Context: an optimization exercise on an open-source flow, tuned for small area. The choices shown serve that exercise and are no tape-out recipe.
In this exercise RTL edits were held to simulation tests only and were not proved equivalent to the original.
Power and IR drop assume default switching activity. No driver is modelled on the clock port, so clocking that relies on it looks cheaper here than on a real chip.

// UART_TOP_own
module UART_TOP_own (
    input               clk,
    input               rstn,
    input       [3:0]   paddr_i,
    input       [31:0]  pwdata_i,
    input               psel_i,
    input               penable_i,
    input               pwrite_i,
    input               rx_in,
    output reg          tx_out,
    output reg          uart_int_o,
    output reg  [31:0]  prdata_o
);
Size in the first run: about 1900 cells after synthesis, ~600 flip-flops, ~0.024 mm^2 of cells after synthesis.
export LEC_CHECK = 0
export CAP_MARGIN = 20
export CORE_MARGIN = 2
export CORE_UTILIZATION = 65
export SLEW_MARGIN = 20
create_clock -name core_clock -period 8.0 [get_ports {clk}]
standard.sh (not shown) runs the stock make flow with config.mk's settings and CLKGATE_MAP_FILE= SYNTH_SCRIPT=/design/flow/synth_recipe.tcl, a recipe that flattens the netlist after the stock synthesis.
==> flow/flow/run.sh <==
#!/bin/bash
# Layout flow: the standard flow (standard.sh, with its synthesis unchanged)
# with these changes:
#  - after the floorplan, OpenROAD's restructure re-maps the combinational
#    logic for area (registers are not touched), using a copy of the liberty
#    file without the platform's don't-use cells;
#  - 1x buffers on the ports;
#  - an area-oriented clock tree (larger sink clusters, no dummy loads).
# Each tool's output goes to a log of its own in this folder; ORFS writes each
# step's own log under orfs/logs.
set -euo pipefail
HERE=$(pwd)
FLOWDIR=$(cd "$(dirname "$0")" && pwd)
export BUFFER_PORTS_ARGS="-buffer_cell sky130_fd_sc_hd__buf_1"
export CTS_ARGS="-sink_clustering_enable -repair_clock_nets -sink_clustering_size 28 -sink_clustering_max_diameter 120 -dont_use_dummy_load"

bash standard.sh floorplan > flow_floorplan.log 2>&1

python3 "$FLOWDIR/libfilter.py" "$FLOW_HOME/platforms/sky130hd/lib/sky130_fd_sc_hd__tt_025C_1v80.lib" \
  "$HERE/restructure.lib" 'sky130_fd_sc_hd__lpflow_*' 'sky130_fd_sc_hd__probe*' > libfilter.log 2>&1
mkdir -p "$HERE/restructure"
RES="$HERE/orfs/results/sky130hd/UART_TOP_own/base" LIB="$HERE/restructure.lib" WD="$HERE/restructure" \
  openroad -no_init -exit "$FLOWDIR/restructure.tcl" > restructure.log 2>&1

bash standard.sh finish > flow_finish.log 2>&1
Other scripts of this flow, unchanged in this note and not shown: flow/flow/libfilter.py, flow/flow/restructure.tcl
Edit:
--- a/flow/flow/run.sh
+++ b/flow/flow/run.sh
@@ -13,5 +13,5 @@
 FLOWDIR=$(cd "$(dirname "$0")" && pwd)
 export BUFFER_PORTS_ARGS="-buffer_cell sky130_fd_sc_hd__buf_1"
-export CTS_ARGS="-sink_clustering_enable -repair_clock_nets -sink_clustering_size 28 -sink_clustering_max_diameter 120 -dont_use_dummy_load"
+export CTS_ARGS="-sink_clustering_enable -repair_clock_nets -sink_clustering_size 32 -sink_clustering_max_diameter 140 -dont_use_dummy_load"
 
 bash standard.sh floorplan > flow_floorplan.log 2>&1
What happened: The changed run finished with timing, DRC and antenna clean; first-iteration DRC count climbs by 0.72%; count of clock-buffer cells in the layout drops by 3; design area drops by 0.30%; via count is about the same; critical path depth does not change; register-to-register slack degrades by 20 ps; routed wire length drops by 0.71%.

========
UART_TOP_own, a different RTL version from the one above (not shown whole).
For scale: ~2000 cells after synthesis, ~590 flip-flops, roughly 76 I/O pins, ~25000 um^2 of cells after synthesis.
==> flow/config.mk <==
export PLATFORM = sky130hd
export DESIGN_NAME = UART_TOP_own
export DESIGN_NICKNAME = UART_TOP_own
export VERILOG_FILES = /design/flow/design.v
export SDC_FILE = /design/flow/constraint.sdc
export NUM_CORES = 4
export LEC_CHECK = 0
export CAP_MARGIN = 0
export CORE_MARGIN = 2
export CORE_UTILIZATION = 65
export SLEW_MARGIN = 0
==> flow/constraint.sdc <==
create_clock -name core_clock -period 8.0 [get_ports {clk}]
set_input_delay 1.6000 -clock core_clock [delete_from_list [all_inputs] [get_ports {clk}]]
set_output_delay 1.6000 -clock core_clock [all_outputs]
set_load 0.01 [all_outputs]
==> flow/flow/run.sh <==
#!/bin/bash
# Layout flow: the standard flow (standard.sh, with its synthesis unchanged)
# with these changes:
#  - after the floorplan, OpenROAD's restructure re-maps the combinational
#    logic for area (registers are not touched), using a copy of the liberty
#    file without the platform's don't-use cells;
#  - 1x buffers on the ports;
#  - an area-oriented clock tree (larger sink clusters, no dummy loads).
# Each tool's output goes to a log of its own in this folder; ORFS writes each
# step's own log under orfs/logs.
set -euo pipefail
HERE=$(pwd)
FLOWDIR=$(cd "$(dirname "$0")" && pwd)
export BUFFER_PORTS_ARGS="-buffer_cell sky130_fd_sc_hd__buf_1"
export CTS_ARGS="-sink_clustering_enable -repair_clock_nets -sink_clustering_size 28 -sink_clustering_max_diameter 120 -dont_use_dummy_load"

bash standard.sh floorplan > flow_floorplan.log 2>&1

python3 "$FLOWDIR/libfilter.py" "$FLOW_HOME/platforms/sky130hd/lib/sky130_fd_sc_hd__tt_025C_1v80.lib" \
  "$HERE/restructure.lib" 'sky130_fd_sc_hd__lpflow_*' 'sky130_fd_sc_hd__probe*' > libfilter.log 2>&1
mkdir -p "$HERE/restructure"
RES="$HERE/orfs/results/sky130hd/UART_TOP_own/base" LIB="$HERE/restructure.lib" WD="$HERE/restructure" \
  openroad -no_init -exit "$FLOWDIR/restructure.tcl" > restructure.log 2>&1

bash standard.sh finish > flow_finish.log 2>&1
Other scripts of this flow, unchanged in this note and not shown: flow/flow/libfilter.py, flow/flow/restructure.tcl
Then changed:
CAP_MARGIN = 20   (was 0)
CORE_UTILIZATION = 72   (was 65)
SLEW_MARGIN = 20   (was 0)
Effect: Non-clock buffer count rose by 3; maximum frequency came out lower by a few percent; combinational power hardly moves; core utilization went up by 6.5 points; clock power barely changes; area after synthesis does not change.
Then changed:
CORE_UTILIZATION = 65   (was 72)
Outcome: Non-clock buffer count is lower by 1; setup slack improved by 250 ps; register-to-register slack got worse by 80 ps.

========
UART_TOP_own, a different RTL version from the one above (not shown whole).
For scale: about 1,900 cells after synthesis, ~600 flip-flops, about 76 I/O pins.
export LEC_CHECK = 0
export CAP_MARGIN = 20
export CORE_MARGIN = 2
export CORE_UTILIZATION = 65
export GPL_TIMING_DRIVEN = 0
export SLEW_MARGIN = 20
create_clock -name core_clock -period 8.0 [get_ports {clk}]
==> flow/flow/run.sh <==
#!/bin/bash
# Layout flow: the standard flow (standard.sh, with its synthesis unchanged)
# with these changes:
#  - after the floorplan, OpenROAD's restructure re-maps the combinational
#    logic for area (registers are not touched), using a copy of the liberty
#    file without the platform's don't-use cells;
#  - 1x buffers on the ports;
#  - an area-oriented clock tree (larger sink clusters, no dummy loads).
# Each tool's output goes to a log of its own in this folder; ORFS writes each
# step's own log under orfs/logs.
set -euo pipefail
HERE=$(pwd)
FLOWDIR=$(cd "$(dirname "$0")" && pwd)
export BUFFER_PORTS_ARGS="-buffer_cell sky130_fd_sc_hd__buf_1"
export CTS_ARGS="-sink_clustering_enable -repair_clock_nets -sink_clustering_size 32 -sink_clustering_max_diameter 140 -dont_use_dummy_load"

bash standard.sh floorplan > flow_floorplan.log 2>&1

python3 "$FLOWDIR/libfilter.py" "$FLOW_HOME/platforms/sky130hd/lib/sky130_fd_sc_hd__tt_025C_1v80.lib" \
  "$HERE/restructure.lib" 'sky130_fd_sc_hd__lpflow_*' 'sky130_fd_sc_hd__probe*' > libfilter.log 2>&1
mkdir -p "$HERE/restructure"
RES="$HERE/orfs/results/sky130hd/UART_TOP_own/base" LIB="$HERE/restructure.lib" WD="$HERE/restructure" \
  openroad -no_init -exit "$FLOWDIR/restructure.tcl" > restructure.log 2>&1

bash standard.sh finish > flow_finish.log 2>&1
Other scripts of this flow, unchanged in this note and not shown: flow/flow/libfilter.py, flow/flow/restructure.tcl
Then changed:
--- a/flow/flow/run.sh
+++ b/flow/flow/run.sh
@@ -14,3 +14,3 @@
 export BUFFER_PORTS_ARGS="-buffer_cell sky130_fd_sc_hd__buf_1"
-export CTS_ARGS="-sink_clustering_enable -repair_clock_nets -sink_clustering_size 32 -sink_clustering_max_diameter 140 -dont_use_dummy_load"
+export CTS_ARGS="-sink_clustering_enable -repair_clock_nets -sink_clustering_size 28 -sink_clustering_max_diameter 120 -dont_use_dummy_load"
 
- GPL_TIMING_DRIVEN: 0 -> unset
The changed run produced a clean layout.
Non-clock buffer count went down by 18.
Cell area is lower by about 1.6%.
Clock-buffer cell count rose by 3.
Core utilization decreases by 1.1 points.
First-iteration DRC count goes up by about 13%.
Wire length rose by 1.8%.
Global-route usage climbs by 0.58 points.
Clock skew goes up by 15 ps.
Then changed:
--- a/flow/flow/run.sh
+++ b/flow/flow/run.sh
@@ -14,3 +14,3 @@
 export BUFFER_PORTS_ARGS="-buffer_cell sky130_fd_sc_hd__buf_1"
-export CTS_ARGS="-sink_clustering_enable -repair_clock_nets -sink_clustering_size 28 -sink_clustering_max_diameter 120 -dont_use_dummy_load"
+export CTS_ARGS="-sink_clustering_enable -repair_clock_nets -sink_clustering_size 32 -sink_clustering_max_diameter 140 -dont_use_dummy_load"
 
Final area fell by 0.31%.
Clock power fell by about 5%.
Worst hold slack gains 15 ps.
Synthesized cell count does not change.

========
Another version of the RTL of UART_TOP_own (not shown whole).
For scale: ~1,800 cells after synthesis, about 600 flip-flops, about 76 I/O pins, about 23,000 um^2 of cells after synthesis.
clock: 8.0 ns
lec_check: 0
cap_margin: 20
core_margin: 2
core_utilization: 65
slew_margin: 20
==> flow/flow/run.sh <==
#!/bin/bash
# Layout flow: the standard flow (standard.sh, with its synthesis unchanged)
# with these changes:
#  - after the floorplan, OpenROAD's restructure re-maps the combinational
#    logic for area (registers are not touched), using a copy of the liberty
#    file without the platform's don't-use cells;
#  - 1x buffers on the ports;
#  - an area-oriented clock tree (larger sink clusters, no dummy loads).
# Each tool's output goes to a log of its own in this folder; ORFS writes each
# step's own log under orfs/logs.
set -euo pipefail
HERE=$(pwd)
FLOWDIR=$(cd "$(dirname "$0")" && pwd)
export BUFFER_PORTS_ARGS="-buffer_cell sky130_fd_sc_hd__buf_1"
export CTS_ARGS="-sink_clustering_enable -repair_clock_nets -sink_clustering_size 30 -sink_clustering_max_diameter 130 -dont_use_dummy_load"

bash standard.sh floorplan > flow_floorplan.log 2>&1

python3 "$FLOWDIR/libfilter.py" "$FLOW_HOME/platforms/sky130hd/lib/sky130_fd_sc_hd__tt_025C_1v80.lib" \
  "$HERE/restructure.lib" 'sky130_fd_sc_hd__lpflow_*' 'sky130_fd_sc_hd__probe*' > libfilter.log 2>&1
mkdir -p "$HERE/restructure"
RES="$HERE/orfs/results/sky130hd/UART_TOP_own/base" LIB="$HERE/restructure.lib" WD="$HERE/restructure" \
  openroad -no_init -exit "$FLOWDIR/restructure.tcl" > restructure.log 2>&1

bash standard.sh finish > flow_finish.log 2>&1
Other scripts of this flow, unchanged in this note and not shown: flow/flow/libfilter.py, flow/flow/restructure.tcl
Edit:
--- a/flow/flow/run.sh
+++ b/flow/flow/run.sh
@@ -13,5 +13,5 @@
 FLOWDIR=$(cd "$(dirname "$0")" && pwd)
 export BUFFER_PORTS_ARGS="-buffer_cell sky130_fd_sc_hd__buf_1"
-export CTS_ARGS="-sink_clustering_enable -repair_clock_nets -sink_clustering_size 30 -sink_clustering_max_diameter 130 -dont_use_dummy_load"
+export CTS_ARGS="-sink_clustering_enable -repair_clock_nets -sink_clustering_size 28 -sink_clustering_max_diameter 120 -dont_use_dummy_load"
 
 bash standard.sh floorplan > flow_floorplan.log 2>&1
The changed run ran to the end with no violations.
Power increases by about 1%.
Combinational power hardly moves.
Wire length barely changes.
Design area hardly moves.
Global-route usage climbs by 0.17 points.
Clock-buffer cell count grows by 2.
Clock skew rose by 0.019 ns.
Non-clock buffer count went up by 1.
Worst setup slack degrades by 0.0056 ns.
Area after synthesis is unchanged.
Critical path depth drops by 4.

========
Another version of the RTL of UART_TOP_own (not shown whole).
Size: about 1800 cells after synthesis, roughly 600 flip-flops, ~76 I/O pins, roughly 23000 sq um of cells after synthesis.
Settings: LEC_CHECK=0, CAP_MARGIN=20, CORE_MARGIN=2, CORE_UTILIZATION=65, SLEW_MARGIN=20; clock period 8.0 ns.
==> flow/flow/run.sh <==
#!/bin/bash
# Layout flow: the standard flow (standard.sh, with its synthesis unchanged)
# with these changes:
#  - after the floorplan, OpenROAD's restructure re-maps the combinational
#    logic for area (registers are not touched), using a copy of the liberty
#    file without the platform's don't-use cells;
#  - 1x buffers on the ports;
#  - an area-oriented clock tree (larger sink clusters, no dummy loads).
# Each tool's output goes to a log of its own in this folder; ORFS writes each
# step's own log under orfs/logs.
set -euo pipefail
HERE=$(pwd)
FLOWDIR=$(cd "$(dirname "$0")" && pwd)
export BUFFER_PORTS_ARGS="-buffer_cell sky130_fd_sc_hd__buf_1"
export CTS_ARGS="-sink_clustering_enable -repair_clock_nets -sink_clustering_size 30 -sink_clustering_max_diameter 130 -dont_use_dummy_load"

bash standard.sh floorplan > flow_floorplan.log 2>&1

python3 "$FLOWDIR/libfilter.py" "$FLOW_HOME/platforms/sky130hd/lib/sky130_fd_sc_hd__tt_025C_1v80.lib" \
  "$HERE/restructure.lib" 'sky130_fd_sc_hd__lpflow_*' 'sky130_fd_sc_hd__probe*' > libfilter.log 2>&1
mkdir -p "$HERE/restructure"
RES="$HERE/orfs/results/sky130hd/UART_TOP_own/base" LIB="$HERE/restructure.lib" WD="$HERE/restructure" \
  openroad -no_init -exit "$FLOWDIR/restructure.tcl" > restructure.log 2>&1

bash standard.sh finish > flow_finish.log 2>&1
Other scripts of this flow, unchanged in this note and not shown: flow/flow/libfilter.py, flow/flow/restructure.tcl
Change:
--- a/flow/flow/run.sh
+++ b/flow/flow/run.sh
@@ -13,5 +13,5 @@
 FLOWDIR=$(cd "$(dirname "$0")" && pwd)
 export BUFFER_PORTS_ARGS="-buffer_cell sky130_fd_sc_hd__buf_1"
-export CTS_ARGS="-sink_clustering_enable -repair_clock_nets -sink_clustering_size 30 -sink_clustering_max_diameter 130 -dont_use_dummy_load"
+export CTS_ARGS="-sink_clustering_enable -repair_clock_nets -sink_clustering_size 28 -sink_clustering_max_diameter 120 -dont_use_dummy_load"
 
 bash standard.sh floorplan > flow_floorplan.log 2>&1
What happened: The changed run finished with timing, DRC and antenna clean; hold slack gets worse by 0.048 ns; clock-buffer cell count rises by 2; utilization increases by 0.14 points; routed wire length hardly moves; final cell count barely changes; die area is unchanged; worst setup slack is better by 0.048 ns; sequential share of layout area goes down by 0.12 points; non-clock buffer count is unchanged.

========
UART_TOP_own, a different RTL version from the one above (not shown whole).
Size: roughly 590 flip-flops, ~76 I/O pins.
export LEC_CHECK = 0
export CAP_MARGIN = 20
export CORE_MARGIN = 2
export CORE_UTILIZATION = 65
export SLEW_MARGIN = 20
create_clock -name core_clock -period 8.0 [get_ports {clk}]
==> flow/flow/run.sh <==
#!/bin/bash
# Layout flow: the standard flow (standard.sh, unchanged synthesis), with
# 1x buffers on the ports and an area-oriented clock tree (larger sink
# clusters, no dummy loads). The make output goes to standard_flow.log; ORFS
# writes each step's own log under orfs/logs.
set -euo pipefail
export BUFFER_PORTS_ARGS="-buffer_cell sky130_fd_sc_hd__buf_1"
export CTS_ARGS="-sink_clustering_enable -repair_clock_nets -sink_clustering_size 28 -sink_clustering_max_diameter 120 -dont_use_dummy_load"
bash standard.sh finish > standard_flow.log 2>&1
Rerun with:
==> flow/flow/run.sh (replaced) <==
#!/bin/bash
# Layout flow: the standard flow (standard.sh, unchanged synthesis), with
# 1x buffers on the ports and an area-oriented clock tree (larger sink
# clusters, no dummy loads) and power recovery (downsizing off-critical cells)
# after global routing. The make output goes to standard_flow.log; ORFS
# writes each step's own log under orfs/logs.
set -euo pipefail
export BUFFER_PORTS_ARGS="-buffer_cell sky130_fd_sc_hd__buf_1"
export RECOVER_POWER=100
export CTS_ARGS="-sink_clustering_enable -repair_clock_nets -sink_clustering_size 28 -sink_clustering_max_diameter 120 -dont_use_dummy_load"
bash standard.sh finish > standard_flow.log 2>&1
This time the run produced a layout that fails on capacitance limit, slew limit.
Setup slack is worse by 0.45 ns.
Maximum frequency falls by 7.0%.
Via count barely changes.
Cell count stays the same.
Critical path depth falls by 1.
Final area falls by 0.48%.

-- re-timing with driven ports --
How much do the figures lean on ideal ports? The routed layouts below were timed once more, with nothing changed but the port constraints. Step 1 sets driving cells, clkbuf_16 on the clock port and buf_2 on the other inputs (assumed; they add their load-dependent delay and slew). Step 2, shift: input delay + t, output delay - t, t = (earliest + latest rising clock arrival at the registers) / 2. This alone moves slack from input paths to output paths. a / b / c = ideal / step 1 / step 2; a / b = the first two.
run | t (ns) | slack for setup (ns) | pins driven straight from the clock port
the first run of note 1 | 0.621 | 1.220 / 1.182 / 1.182 | 1
the second run of note 1 | 0.615 | 1.292 / 1.254 / 1.254 | 1
the first run of note 2 | 0.630 | 1.841 / 1.756 / 1.756 | 1
the second run of note 2 | 0.618 | 1.685 / 1.631 / 1.631 | 1
the third run of note 2 | 0.623 | 1.931 / 1.851 / 1.851 | 1
the first run of note 3 | 0.603 | 0.815 / 0.745 / 0.745 | 1
the second run of note 3 | 0.619 | 1.030 / 0.978 / 0.978 | 1
the third run of note 3 | 0.618 | 1.036 / 0.984 / 0.984 | 1
the first run of note 4 | 0.615 | 1.167 / 1.114 / 1.114 | 1
the second run of note 4 | 0.615 | 1.162 / 1.110 / 1.110 | 1
the first run of note 5 | 0.615 | 1.555 / 1.498 / 1.498 | 1
the second run of note 5 | 0.611 | 1.603 / 1.544 / 1.544 | 1
the first run of note 6 | 0.624 | 2.041 / 1.983 / 1.983 | 1
the second run of note 6 | 0.623 | 1.590 / 1.531 / 1.531 | 1
For the first run of note 2, which loses most, drivers alone change the setup slack by -0.085 ns; drivers and shift together by -0.085 ns.
